Background: an optimization exercise with open tools, aiming at small area. Do not read the settings as production practice.
The RTL was checked by simulation tests, not by an equivalence proof against the original design.
The flow treats the clock pin as an ideal source. Dropping or thinning the clock tree relies on that and would not hold on a real chip.
No activity file was given, so power comes from the tool's default toggle rates.

==> flow/design.v (excerpt) <==
module UAPBCORE(
input PCLK,
input PRESETN,
input PSEL,
input PENABLE,
input [1:0] PADDR,
input PWRITE,
input [7:0] PWDATA,
output [7:0] PRDATA,
output PREADY,
input RX,
output TX,
output TXRDY,
output RXRDY,
output [7:0] DATAOUT,
output s_tick
);
wire wr = PSEL & PENABLE & PWRITE;
wire rd = PSEL & PENABLE & ~PWRITE;
reg [7:0] baud, q;
assign s_tick = (q == baud);
always @(posedge PCLK, negedge PRESETN)
  if (!PRESETN) begin
    baud <= 8'd3;
    q <= 8'd0;
  end else begin
    if (wr && PADDR == 2'd0)
      baud <= PWDATA;
    q <= s_tick ? 8'd0 : q + 8'd1;
  end
reg [7:0] thr;           
reg       tfull;
reg [7:0] tsr;           
reg [3:0] ts;
reg [2:0] tpr;         
reg       tp2;
wire [3:0] tp = {tpr[2], tp2, tpr[1:0]};
reg       txr;
wire t_idle = ~tp[3] & tp[0] & ~tp[1];
wire t_load = t_idle & tfull;
wire t_en   = s_tick & ~t_idle;
always @(posedge PCLK)
  if (!tfull)
    thr <= PWDATA;
always @(posedge PCLK)
  if (t_idle)
    tsr <= thr;
always @(posedge PCLK)
  if (t_load)
    tp2 <= 1'b1;
  else if (t_en && ts == 4'd15)
    tp2 <= tp[2] ^ (tp[1] & tp[0]);
always @(posedge PCLK)
  if (t_load)
    ts <= 4'd0;
  else if (t_en)
    ts <= ts + 4'd1;
always @(posedge PCLK, negedge PRESETN)
  if (!PRESETN) begin
    tfull <= 1'b0;
    tpr <= 3'b001;
    txr <= 1'b1;
  end else begin
    if (wr && PADDR == 2'd2 && !tfull)
      tfull <= 1'b1;
    else if (t_load)
      tfull <= 1'b0;
    if (t_load)
      tpr <= 3'b011;
    else if (t_en && ts == 4'd15)
      tpr <= {tp[3] ^ (&tp[2:0]), tp[1] ^ tp[0], ~tp[0]};
    txr <= tp[3] ? tsr[tp[2:0]] : ~tp[1];
  end
assign TX = txr;
assign TXRDY = ~tfull;
reg       rxs;
reg [3:0] rs;
reg [2:0] rpr;         
reg       rp2;
wire [3:0] rp = {rpr[2], rp2, rpr[1:0]};
reg [7:0] rsr;
reg [7:0] rbuf;
reg       rfull;
wire r_idle  = ~rp[3] & rp[0] & ~rp[1];
wire r_start = r_idle & ~rxs;
wire r_en    = s_tick & ~r_idle;
  ...
clock: 10.0 ns
lec_check: 0
cap_margin: 0
core_margin: 2
core_utilization: 40
slew_margin: 0
standard.sh (not shown) runs the stock make flow with config.mk's settings and CLKGATE_MAP_FILE= SYNTH_SCRIPT=/design/flow/synth_recipe.tcl, a recipe that flattens the netlist after the stock synthesis.
==> flow/flow/run.sh <==
#!/bin/bash
# The standard ORFS layout with:
#  - the standard synthesis, then its combinational logic re-mapped for area
#    (flow/resynth.sh; flip-flops untouched);
#  - every cell first at its smallest drive (flow/downsize.tcl, after synthesis);
#  - buf_1 port buffers;
#  - a small clock tree of our own (flow/myclk.tcl, run after CTS): a grid of
#    CLK_NX x CLK_NY clock buffers, each driving the flip-flops nearest to it.
set -euo pipefail
here=$(pwd)
export BUFFER_PORTS_ARGS="-buffer_cell sky130_fd_sc_hd__buf_1"
export CTS_ARGS="-sink_clustering_enable -repair_clock_nets -dont_use_dummy_load"
export POST_CTS_TCL=$here/flow/myclk.tcl
export POST_SYNTH_TCL=$here/flow/downsize.tcl
export CLK_NX=${CLK_NX:-2} CLK_NY=${CLK_NY:-2}
export CLK_BUF=${CLK_BUF:-sky130_fd_sc_hd__clkbuf_8}
export CLK_ROOT=${CLK_ROOT:-sky130_fd_sc_hd__clkbuf_4}
results=$here/orfs/results/$FLOW_PLATFORM/UAPBCORE/base
bash standard.sh synth > flow_synth.log 2>&1
bash flow/resynth.sh $results/1_2_yosys.v > resynth.log 2>&1
bash standard.sh > flow_standard.log 2>&1
Other scripts of this flow, unchanged in this note and not shown: flow/flow/downsize.tcl, flow/flow/myclk.tcl, flow/flow/resynth.sh
The first run produced a clean layout.
Next try:
Settings changed: CORE_UTILIZATION 40 to 70, GPL_TIMING_DRIVEN set to 0.
Outcome: Synthesized area stays the same. Maximum frequency drops by a few percent. Worst setup slack gets worse by 110 ps. Die area drops by well over a third. Design area drops slightly. Critical path depth climbs by 1.
In every run of this note, the design's own scripts or RTL, not TritonCTS, make the clock network.

UAPBCORE, a different RTL version from the one above (not shown whole).
Size: roughly 37 I/O pins, about 2600 µm² of cells after synthesis.
export LEC_CHECK = 0
export CAP_MARGIN = 0
export CORE_MARGIN = 2
export CORE_UTILIZATION = 70
export GPL_TIMING_DRIVEN = 0
export SLEW_MARGIN = 0
create_clock -name core_clock -period 10.0 [get_ports {PCLK}]
==> flow/flow/run.sh <==
#!/bin/bash
# The standard ORFS layout with:
#  - the standard synthesis, then its combinational logic re-mapped for area
#    (flow/resynth.sh; flip-flops untouched);
#  - every cell first at its smallest drive (flow/downsize.tcl, after synthesis);
#  - buf_1 port buffers;
#  - a small clock tree of our own (flow/myclk.tcl, run after CTS): a grid of
#    CLK_NX x CLK_NY clock buffers, each driving the flip-flops nearest to it.
set -euo pipefail
here=$(pwd)
export BUFFER_PORTS_ARGS="-buffer_cell sky130_fd_sc_hd__buf_1"
export CTS_ARGS="-sink_clustering_enable -repair_clock_nets -dont_use_dummy_load"
export POST_CTS_TCL=$here/flow/myclk.tcl
export POST_SYNTH_TCL=$here/flow/downsize.tcl
export CLK_NX=${CLK_NX:-1} CLK_NY=${CLK_NY:-2}
export CLK_BUF=${CLK_BUF:-sky130_fd_sc_hd__clkbuf_16}
export CLK_ROOT=${CLK_ROOT:-sky130_fd_sc_hd__clkbuf_4}
results=$here/orfs/results/$FLOW_PLATFORM/UAPBCORE/base
bash standard.sh synth > flow_synth.log 2>&1
bash flow/resynth.sh $results/1_2_yosys.v > resynth.log 2>&1
bash standard.sh > flow_standard.log 2>&1
==> flow/flow/myclk.tcl <==
# Replace the clock tree with CLK_NBUF buffers of type CLK_BUF, each driving
# a group of flip-flops split by x position; the clock port drives the buffers.
proc my_clock_tree {} {
  set bufm $::env(CLK_BUF)
  set block [ord::get_db_block]
  set db [ord::get_db]
  set clk [$block findNet PCLK]
  # collect every flip-flop clock pin reached from PCLK through buffers
  set sinks {}
  set bufs {}
  set todo [list $clk]
  while {[llength $todo]} {
    set n [lindex $todo 0]; set todo [lrange $todo 1 end]
    foreach it [$n getITerms] {
      if {![$it isInputSignal] && [$it getIoType] ne "INPUT"} continue
      set inst [$it getInst]
      set m [$inst getMaster]
      if {[$m isSequential]} { lappend sinks $it; continue }
      lappend bufs $inst
      foreach o [$inst getITerms] {
        if {[$o getIoType] eq "OUTPUT" && [$o getNet] ne "NULL"} { lappend todo [$o getNet] }
      }
    }
  }
  foreach inst $bufs {
    set nets {}
    foreach o [$inst getITerms] { if {[$o getIoType] eq "OUTPUT" && [$o getNet] ne "NULL"} {lappend nets [$o getNet]} }
    odb::dbInst_destroy $inst
    foreach n $nets { if {$n ne $clk} { odb::dbNet_destroy $n } }
  }
  # cut the sinks into a CLK_NX x CLK_NY grid of groups of equal size:
  # columns by x, then each column into rows by y
  set nx $::env(CLK_NX)
  set ny $::env(CLK_NY)
  set l {}
  foreach it $sinks {
    set b [[$it getInst] getBBox]
    lappend l [list [$b xMin] [$b yMin] $it]
  }
  set l [lsort -integer -index 0 $l]
  set n [llength $l]
  set groups {}
  for {set c 0} {$c < $nx} {incr c} {
    set col [lrange $l [expr {$c * $n / $nx}] [expr {($c + 1) * $n / $nx - 1}]]
    set col [lsort -integer -index 1 $col]
    set m [llength $col]
    for {set r 0} {$r < $ny} {incr r} {
      lappend groups [lrange $col [expr {$r * $m / $ny}] [expr {($r + 1) * $m / $ny - 1}]]
    }
  }
  set master [$db findMaster $bufm]
  set src $clk
  if {[llength $groups] > 4} {
    set rm [$db findMaster $::env(CLK_ROOT)]
    set root [odb::dbInst_create $block $rm "clkbuf_my_root"]
    set src [odb::dbNet_create $block "clknet_root"]
    $src setSigType CLOCK
    [$root findITerm A] connect $clk
    [$root findITerm X] connect $src
    set rx 0; set ry 0
    foreach e $l { incr rx [lindex $e 0]; incr ry [lindex $e 1] }
    $root setLocation [expr {$rx / $n}] [expr {$ry / $n}]
    $root setPlacementStatus PLACED
  }
  set g 0
  foreach grp $groups {
    set net [odb::dbNet_create $block "clknet_$g"]
    $net setSigType CLOCK
    set inst [odb::dbInst_create $block $master "clkbuf_my_$g"]
    set sx 0; set sy 0
    foreach e $grp {
      set it [lindex $e 2]
      $it disconnect
      $it connect $net
      incr sx [lindex $e 0]; incr sy [lindex $e 1]
    }
    set k [llength $grp]
    $inst setLocation [expr {$sx / $k}] [expr {$sy / $k}]
    $inst setPlacementStatus PLACED
    [$inst findITerm A] connect $src
    [$inst findITerm X] connect $net
    incr g
  }
  set nbuf [llength $groups]
  puts "my_clock_tree: $n sinks, removed [llength $bufs] buffers, $nbuf x $bufm"
}
my_clock_tree
detailed_placement
check_placement -verbose
Other scripts of this flow, unchanged in this note and not shown: flow/flow/downsize.tcl, flow/flow/resynth.sh
Change:
--- a/flow/flow/run.sh
+++ b/flow/flow/run.sh
@@ -15,2 +15,2 @@
-export CLK_NX=${CLK_NX:-1} CLK_NY=${CLK_NY:-2}
-export CLK_BUF=${CLK_BUF:-sky130_fd_sc_hd__clkbuf_16}
+export CLK_NX=${CLK_NX:-2} CLK_NY=${CLK_NY:-2}
+export CLK_BUF=${CLK_BUF:-sky130_fd_sc_hd__clkbuf_8}
Register-to-register slack gets worse by 50 ps.
Total power came out lower slightly.
Setup slack stays flat.
Cell area hardly moves.
Flip-flop and latch count does not change.
Core utilization came out higher by 0.14 points.
Wire length came out higher slightly.
Die area does not change.
Final cell count came out higher slightly.
Maximum frequency is about the same.
In every run of this note, the design's own scripts or RTL, not TritonCTS, make the clock network.

The RTL this note starts from:
==> flow/design.v <==
`timescale 1ns/1ps
module UAPBCORE(
input PCLK,
input PRESETN,
input PSEL,
input PENABLE,
input [1:0] PADDR,
input PWRITE,
input [7:0] PWDATA,
output [7:0] PRDATA,
output PREADY,
input RX,
output TX,
output TXRDY,
output RXRDY,
output [7:0] DATAOUT,
output s_tick
);
wire wr = PSEL & PENABLE & PWRITE;
wire rd = PSEL & PENABLE & ~PWRITE;
reg [7:0] baud, q;
assign s_tick = (q == baud);
always @(posedge PCLK, negedge PRESETN)
  if (!PRESETN) begin
    baud <= 8'd3;
    q <= 8'd0;
  end else begin
    if (wr && PADDR == 2'd0)
      baud <= PWDATA;
    q <= s_tick ? 8'd0 : q + 8'd1;
  end
reg [7:0] thr;           
reg       tfull;
reg [7:0] tsr;           
reg [3:0] tp, ts;
reg       txr;
wire t_idle = ~tp[3] & tp[0] & ~tp[1];
wire t_load = t_idle & tfull;
wire t_en   = s_tick & ~t_idle;
always @(posedge PCLK)
  if (!tfull)
    thr <= PWDATA;
always @(posedge PCLK)
  if (t_idle)
    tsr <= thr;
always @(posedge PCLK)
  if (t_load)
    ts <= 4'd0;
  else if (t_en)
    ts <= ts + 4'd1;
always @(posedge PCLK, negedge PRESETN)
  if (!PRESETN) begin
    tfull <= 1'b0;
    tp <= 4'd1;
    txr <= 1'b1;
  end else begin
    if (wr && PADDR == 2'd2 && !tfull)
      tfull <= 1'b1;
    else if (t_load)
      tfull <= 1'b0;
    if (t_load)
      tp <= 4'd7;
    else if (t_en && ts == 4'd15)
      tp <= tp + 4'd1;
    txr <= tp[3] ? tsr[tp[2:0]] : ~tp[1];
  end
assign TX = txr;
assign TXRDY = ~tfull;
reg       rxs;
reg [3:0] rp, rs;
reg [7:0] rsr;
reg [7:0] rbuf;
reg       rfull;
wire r_idle  = ~rp[3] & rp[0] & ~rp[1];
wire r_start = r_idle & ~rxs;
wire r_en    = s_tick & ~r_idle;
wire r_last  = r_en && rs == 4'd15;
wire r_done  = r_last & ~rp[3] & ~rp[0];
always @(posedge PCLK)
  if (r_start)
    rs <= 4'd8;
  else if (r_en)
    rs <= rs + 4'd1;
always @(posedge PCLK)
  if (r_last & rp[3])
    rsr <= {rxs, rsr[7:1]};
always @(posedge PCLK, negedge PRESETN)
  if (!PRESETN) begin
    rxs <= 1'b1;
    rp <= 4'd1;
    rbuf <= 8'd0;
    rfull <= 1'b0;
  end else begin
    rxs <= RX;
    if (r_start)
      rp <= 4'd7;
    else if (r_last)
      rp <= rp + 4'd1;
    if (r_done) begin
      rbuf <= rsr;
      rfull <= 1'b1;
    end else if (rd && PADDR == 2'd3)
      rfull <= 1'b0;
  end
assign RXRDY = rfull;
assign DATAOUT = rbuf;
assign PREADY = 1'b1;
assign PRDATA = PADDR[1] ? (PADDR[0] ? rbuf : 8'd0)
                         : (PADDR[0] ? {6'd0, RXRDY, TXRDY} : baud);
endmodule
Settings: LEC_CHECK=0, CAP_MARGIN=20, CORE_MARGIN=2, CORE_UTILIZATION=40, SLEW_MARGIN=20; clock period 10.0 ns.
==> flow/flow/run.sh <==
#!/bin/bash
# Standard ORFS layout with smaller port buffers and a lighter clock tree.
set -euo pipefail
export BUFFER_PORTS_ARGS="-buffer_cell sky130_fd_sc_hd__buf_1"
export CTS_ARGS="-sink_clustering_enable -repair_clock_nets -dont_use_dummy_load -buf_list sky130_fd_sc_hd__clkbuf_8 -sink_clustering_size 40"
bash standard.sh > flow_standard.log 2>&1
The baseline finished clean.
Rerun with:
==> flow/run.sh (new file) <==
#!/bin/bash
# synth_recipe.tcl (not shown) runs the flow's synth.tcl, then flattens the netlist and writes it again
# the make line also repeats each setting of config.mk as NAME=value (left out here)
make -C /OpenROAD-flow-scripts/flow DESIGN_CONFIG=/design/flow/config.mk WORK_HOME=/design/flow/orfs CLKGATE_MAP_FILE= SYNTH_SCRIPT=/design/flow/synth_recipe.tcl finish
removed: flow/flow/run.sh
removed: flow/standard.sh
Result:
- The changed run ran to the end with no violations
- flip-flop and latch count is unchanged
- wire length rises by 4.5%
- count of clock-buffer cells in the layout is unchanged
Rerun with:
Settings changed: ABC_AREA set to 1.
Effect: Clock power shrinks by a quarter to a third. Cell area rises by a few percent. Setup slack loses 0.015 ns. Register-to-register slack degrades by 0.10 ns. Routed wire length rises by a little under a tenth. Area after synthesis goes up by a little under a tenth. Hold slack hardly moves. Clock skew stays flat. Global-route usage barely changes. Total power falls by about a fifth. Synthesized cell count climbs by well over a third.

UAPBCORE, a different RTL version from the one above (not shown whole).
For scale: roughly 240 cells after synthesis, ~37 I/O pins.
clock: 10.0 ns
lec_check: 0
cap_margin: 0
core_margin: 2
core_utilization: 70
gpl_timing_driven: 0
slew_margin: 0
==> flow/flow/run.sh <==
#!/bin/bash
# The standard ORFS layout with:
#  - the standard synthesis, then its combinational logic re-mapped for area
#    (flow/resynth.sh; flip-flops untouched);
#  - every cell first at its smallest drive (flow/downsize.tcl, after synthesis);
#  - buf_1 port buffers;
#  - a small clock tree of our own (flow/myclk.tcl, run after CTS): a grid of
#    CLK_NX x CLK_NY clock buffers, each driving the flip-flops nearest to it.
set -euo pipefail
here=$(pwd)
export BUFFER_PORTS_ARGS="-buffer_cell sky130_fd_sc_hd__buf_1"
export CTS_ARGS="-sink_clustering_enable -repair_clock_nets -dont_use_dummy_load"
export POST_CTS_TCL=$here/flow/myclk.tcl
export POST_SYNTH_TCL=$here/flow/downsize.tcl
export CLK_NX=${CLK_NX:-1} CLK_NY=${CLK_NY:-2}
export CLK_BUF=${CLK_BUF:-sky130_fd_sc_hd__clkbuf_16}
export CLK_ROOT=${CLK_ROOT:-sky130_fd_sc_hd__clkbuf_4}
results=$here/orfs/results/$FLOW_PLATFORM/UAPBCORE/base
bash standard.sh synth > flow_synth.log 2>&1
bash flow/resynth.sh $results/1_2_yosys.v > resynth.log 2>&1
bash standard.sh > flow_standard.log 2>&1
==> flow/flow/resynth.sh <==
#!/bin/bash
# Re-map the combinational logic of the standard synthesis netlist for area.
# The flip-flops are kept as they are (same instances, names and cells): the
# liberty models of every sequential cell are black boxes, the combinational
# cells are flattened into gates and mapped again by ABC with a few area
# scripts. The smallest result that reads back cleanly and is proven
# equivalent to the standard netlist (register for register) replaces it;
# if none is, the standard netlist stays.
set -euo pipefail
net=$1
lib=$FLOW_HOME/platforms/sky130hd/lib/sky130_fd_sc_hd__tt_025C_1v80.lib
here=$(pwd)
rs=$here/resynth
mkdir -p "$rs"
yosys=${YOSYS_EXE:-$(command -v yosys || echo $FLOW_HOME/../tools/install/yosys/bin/yosys)}
dontuse=""
for c in $(grep -A40 "DONT_USE_CELLS" $FLOW_HOME/platforms/sky130hd/config.mk | grep -o "sky130_fd_sc_hd__[a-z0-9_]*"); do
  dontuse="$dontuse -dont_use $c"
done
cp "$net" "$rs/std.v"

scripts=(
  "strash; dch -f; amap -m"
  "strash; dch -f; amap"
  "strash; dch -f; amap -m; strash; dch -f; amap -m"
  "strash; dc2; dch -f; amap -m"
  "strash; ifraig; scorr; dc2; dch -f; amap"
  "strash; balance; rewrite; refactor; balance; rewrite; rewrite -z; balance; refactor -z; rewrite -z; balance; dch -f; amap"
  "strash; dch -f; map -a"
)
i=0
for s in "${scripts[@]}"; do
  echo "$s" | tr ';' '\n' > "$rs/s$i.abc"
  cat > "$rs/s$i.ys" <<YS
read_liberty -ignore_miss_func $lib
blackbox sky130_fd_sc_hd__df* sky130_fd_sc_hd__edf* sky130_fd_sc_hd__sdf* sky130_fd_sc_hd__dl* sky130_fd_sc_hd__sedf*
read_verilog $rs/std.v
hierarchy -check -top $FLOW_TOP
flatten
rename -hide w:*.*
opt_clean -purge
abc -liberty $lib $dontuse -script $rs/s$i.abc
opt_clean -purge
hilomap -singleton -hicell sky130_fd_sc_hd__conb_1 HI -locell sky130_fd_sc_hd__conb_1 LO
splitnets
opt_clean -purge
insbuf -buf sky130_fd_sc_hd__buf_4 A X
select $FLOW_TOP
tee -o $rs/s$i.area stat -liberty $lib
write_verilog -selected -noattr -nohex -nodec $rs/n$i.v
YS
  ( "$yosys" -s "$rs/s$i.ys" > "$rs/s$i.log" 2>&1 || rm -f "$rs/n$i.v" ) &
  i=$((i + 1))
done
wait
cands=""
for j in $(seq 0 $((i - 1))); do
  [[ -f $rs/n$j.v ]] || continue
  a=$(grep "Chip area" "$rs/s$j.area" | awk '{print $NF}')
  echo "script $j: area $a"
  cands="$cands$a $j"$'\n'
done
chosen=""
for j in $(echo -n "$cands" | sort -n | awk '{print $2}'); do
  c=$rs/n$j.v
  "$yosys" -p "read_liberty -lib $lib; read_verilog $c; hierarchy -check -top $FLOW_TOP; check -assert" \
    > "$rs/check$j.log" 2>&1 || continue
  "$yosys" -p "read_liberty -ignore_miss_func $lib; read_verilog $rs/std.v; rename $FLOW_TOP gold; read_verilog $c; rename $FLOW_TOP gate; flatten; rename -hide w:_*; async2sync; equiv_make gold gate equiv; hierarchy -top equiv; equiv_simple; equiv_induct; equiv_status -assert" \
    > "$rs/equiv$j.log" 2>&1 || continue
  chosen=$j
  break
done
if [[ -n $chosen ]]; then
  echo "using script $chosen"
  cp "$rs/n$chosen.v" "$net"
else
  echo "no re-mapped netlist passed; keeping the standard netlist"
fi
Scripts as last shown in full above: flow/flow/myclk.tcl
Other scripts of this flow, unchanged in this note and not shown: flow/flow/downsize.tcl
Rerun with:
--- a/flow/flow/run.sh
+++ b/flow/flow/run.sh
@@ -15,2 +15,2 @@
-export CLK_NX=${CLK_NX:-1} CLK_NY=${CLK_NY:-2}
-export CLK_BUF=${CLK_BUF:-sky130_fd_sc_hd__clkbuf_16}
+export CLK_NX=${CLK_NX:-2} CLK_NY=${CLK_NY:-2}
+export CLK_BUF=${CLK_BUF:-sky130_fd_sc_hd__clkbuf_8}
--- a/flow/flow/resynth.sh
+++ b/flow/flow/resynth.sh
@@ -24,0 +25,10 @@
+  "strash; dc2; dch -f; amap -m"
+  "strash; dc2; dch -f; amap"
+  "strash; dc2; dc2; dch -f; amap -m"
+  "strash; resub; dch -f; amap -m"
+  "strash; rewrite; dch -f; amap -m"
+  "strash; refactor; dch -f; amap -m"
+  "strash; balance; dch -f; amap -m"
+  "strash; dch; amap -m"
+  "strash; dch -r; amap -m"
+  "strash; ifraig; dch -f; amap -m"
@@ -26 +36,5 @@
-  "strash; dc2; dch -f; amap -m"
+  "strash; drw; drf; dch -f; amap -m"
+  "strash; dc2; dch; amap"
+  "strash; rewrite -z; refactor -z; dch -f; amap -m"
+  "strash; dc2; resub -K 8; dch -f; amap -m"
+  "strash; &get -n; &dc2; &put; dch -f; amap -m"
=>
- power went down by 0.63%
- design area is about the same
- die area does not change
- sequential power is about the same
- synthesized cell count does not change
- critical path depth does not change
- combinational power is about the same
Rerun with:
--- a/flow/flow/resynth.sh
+++ b/flow/flow/resynth.sh
@@ -24,0 +25 @@
+  "strash; dch -f; amap -m; strash; dch -f; amap -m"
@@ -26,15 +26,0 @@
-  "strash; dc2; dch -f; amap"
-  "strash; dc2; dc2; dch -f; amap -m"
-  "strash; resub; dch -f; amap -m"
-  "strash; rewrite; dch -f; amap -m"
-  "strash; refactor; dch -f; amap -m"
-  "strash; balance; dch -f; amap -m"
-  "strash; dch; amap -m"
-  "strash; dch -r; amap -m"
-  "strash; ifraig; dch -f; amap -m"
-  "strash; dch -f; amap -m; strash; dch -f; amap -m"
-  "strash; drw; drf; dch -f; amap -m"
-  "strash; dc2; dch; amap"
-  "strash; rewrite -z; refactor -z; dch -f; amap -m"
-  "strash; dc2; resub -K 8; dch -f; amap -m"
-  "strash; &get -n; &dc2; &put; dch -f; amap -m"
The new run ran to the end with no violations.
Critical path depth is unchanged.
Register-to-register slack stays flat.
Total power is unchanged.
In every run of this note, the design's own scripts or RTL, not TritonCTS, make the clock network.

[what the ideal ports hide]
The results above use ideal ports. As a check the final layouts listed here were re-extracted and re-timed, cells and wires unchanged. Step 1 assumes that a clkbuf_16 drives the clock port and a buf_2 every other input. Step 2 adds t to the input delays and takes it off the output delays; t is the mean of the earliest and latest rising clock arrival at the registers after step 1. Input paths then give back, and output paths get back, about the clock's delay inside the block. Three values: ideal ports, drivers, drivers and shift; two values: the first two.
| run | t (ns) | setup WS [ns] | hold WS [ns] | worst setup path after step 2 | worst register clock-pin slew, ns |
|---|---|---|---|---|---|
| the first run of note 1 | 0.213 | 5.002 / 4.972 / 4.972 | 0.426 / 0.426 / 0.426 | input to output | 0.11 / 0.11 |
| the second run of note 1 | 0.205 | 4.889 / 4.862 / 4.862 | 0.414 / 0.414 / 0.414 | input to output | 0.10 / 0.10 |
| the first run of note 2 | 0.214 | 4.948 / 4.926 / 4.926 | 0.434 / 0.434 / 0.434 | input to output | 0.11 / 0.11 |
| the second run of note 2 | 0.206 | 4.949 / 4.927 / 4.927 | 0.428 / 0.428 / 0.428 | input to output | 0.10 / 0.10 |
| the first run of note 3 | 0.356 | 4.990 / 4.969 / 4.969 | 0.405 / 0.405 / 0.405 | input to output | 0.08 / 0.08 |
| the second run of note 3 | 0.366 | 4.208 / 4.185 / 4.185 | 0.418 / 0.418 / 0.418 | input to output | 0.08 / 0.08 |
| the third run of note 3 | 0.355 | 4.194 / 4.171 / 4.171 | 0.419 / 0.419 / 0.419 | input to output | 0.07 / 0.07 |
| the first run of note 4 | 0.217 | 4.981 / 4.955 / 4.955 | 0.444 / 0.444 / 0.444 | input to output | 0.12 / 0.12 |
| the second run of note 4 | 0.201 | 4.970 / 4.943 / 4.943 | 0.427 / 0.427 / 0.427 | input to output | 0.10 / 0.10 |
| the third run of note 4 | 0.201 | 4.970 / 4.943 / 4.943 | 0.427 / 0.427 / 0.427 | input to output | 0.10 / 0.10 |
After both steps setup and hold are still met in every run listed. For the first run of note 1, which loses most, drivers alone change the setup slack by -0.030 ns; drivers and shift together by -0.030 ns.
